From an optimization exercise on the open Yosys and OpenROAD flow, aimed at small area; shortcuts taken in it are not production practice. Function was checked by simulation only, so behaviour that the tests miss may differ from the original.

before:
==> module alu_blk, before the edit <==
module alu_blk(byp_a, byp_b, imm_s, imm_t, dx_ir, x_setx, x_addi, x_sw, x_lw, x_bex, x_rtype, x_bne, x_blt, res, ovf, lt, ne);
	input [31:0] byp_a, byp_b, imm_s, imm_t, dx_ir;
	input x_setx, x_addi, x_sw, x_lw, x_bex, x_rtype, x_bne, x_blt;
	output reg [31:0] res;
	output ovf, lt, ne;
	wire [31:0] alu_a = x_setx ? 32'b0 : byp_a;
	wire [31:0] alu_b = (x_addi | x_sw | x_lw) ? imm_s :
	                    x_setx ? imm_t :
	                    x_bex ? 32'b0 : byp_b;
	wire [2:0] aop = x_rtype ? dx_ir[4:2] : {2'b0, x_bne | x_blt | x_bex};
	wire [4:0] shamt = dx_ir[11:7];
	wire sub = aop[0] & ~aop[1];
	wire [31:0] cb = sub ? ~alu_b : alu_b;
	wire [31:0] sum = alu_a + cb + {31'b0, aop[0]};
	assign ovf = (~alu_a[31] & ~cb[31] & sum[31]) | (alu_a[31] & cb[31] & ~sum[31]);
	assign lt = (alu_a[31] & ~cb[31] & sum[31]) | (alu_a[31] & cb[31]) |
	          (~alu_a[31] & cb[31] & sum[31]);
	assign ne = |sum;
	function [31:0] rev(input [31:0] x);
		integer j;
		begin
			for (j = 0; j < 32; j = j + 1) rev[j] = x[31-j];
		end
	endfunction
	wire sh_left = ~aop[0];
	wire [31:0] sh_in = sh_left ? rev(byp_a) : byp_a;
	wire sh_fill = ~sh_left & byp_a[31];
	wire [63:0] sh_ext = {{32{sh_fill}}, sh_in};
	wire [63:0] sh_out = sh_ext >> shamt;
	wire [31:0] shr = sh_out[31:0];
	wire [31:0] shl = rev(shr);
	always @* begin
		case (aop)
			3'd0, 3'd1: res = sum;
			3'd2: res = byp_a & byp_b;
			3'd3: res = byp_a | byp_b;
			3'd4: res = shl;
			3'd5: res = shr;
			default: res = 32'b0;
		endcase
	end
endmodule
clock: 12.0 ns
lec_check: 0
cap_margin: 20
core_margin: 2
core_utilization: 65
slew_margin: 20
synth_hierarchical: 1
standard.sh (not shown) runs the stock make flow with config.mk's settings and CLKGATE_MAP_FILE= SYNTH_SCRIPT=/design/flow/synth_recipe.tcl, a recipe that flattens the netlist after the stock synthesis.
==> flow/flow/run.sh <==
#!/bin/bash
# The standard layout (the standard.sh: standard synthesis, floorplan,
# power grid, placement, CTS, routing), with two arguments changed:
#  - CTS: clkbuf_4 buffers on clusters of at most 8 sinks (40 um), and no
#    dummy loads; this keeps flip-flop clock-pin slews near 115 ps;
#  - port buffers use the smallest buffer cell (every port still gets one).
set -euo pipefail
export CTS_ARGS="-sink_clustering_enable -repair_clock_nets -dont_use_dummy_load -buf_list {sky130_fd_sc_hd__clkbuf_4} -sink_clustering_size 8 -sink_clustering_max_diameter 40"
export BUFFER_PORTS_ARGS="-buffer_cell sky130_fd_sc_hd__buf_1"
bash standard.sh > standard_flow.log 2>&1
Input changes introduced in after (baseline for comparison: before):
-- flow/design.v --
<<< before, line 215
	wire [31:0] shr = sh_out[31:0];
	wire [31:0] shl = rev(shr);
	always @* begin
		case (aop)
			3'd0, 3'd1: res = sum;
			3'd2: res = byp_a & byp_b;
			3'd3: res = byp_a | byp_b;
			3'd4: res = shl;
			3'd5: res = shr;
			default: res = 32'b0;
		endcase
	end
endmodule
module pc_incr(a, y);
>>> after, line 215
	wire [31:0] shr = sh_out[31:0];
	wire [31:0] shl = rev(shr);
	wire r_sum = ~aop[2] & ~aop[1];
	wire r_and = ~aop[2] & aop[1] & ~aop[0];
	wire r_or  = ~aop[2] & aop[1] & aop[0];
	wire r_shl = aop[2] & ~aop[1] & ~aop[0];
	wire r_shr = aop[2] & ~aop[1] & aop[0];
	always @*
		res = ({32{r_sum}} & sum) | ({32{r_and}} & byp_a & byp_b) | ({32{r_or}} & (byp_a | byp_b)) |
		      ({32{r_shl}} & shl) | ({32{r_shr}} & shr);
endmodule
module pc_incr(a, y);
Notes after the runs:
- The final layouts of before and after pass the timing, design-rule and antenna checks.
- On sequential element share of the synthesized area, after tracks before almost exactly.
- Looking at before and after, the sequential share of layout area is a wash.
- Going from before to after, multi-input combinational cell count grows by about 4.4%.
- Cmp after vs before: global-route usage over all layers higher in after
- Path depth of the worst reg2reg path: before vs after identical
- Comparing number of diodes for before and after, the smaller number came from before.
- before -> after: max-capacitance violation count delta 0, exact match
- before -> after: routed wire length increased by a few percent
- Setup slack after layout in after is 0.24 ns lower than in before
- Between before and after, the difference in post-route standard cell area excluding fillers is negligible.
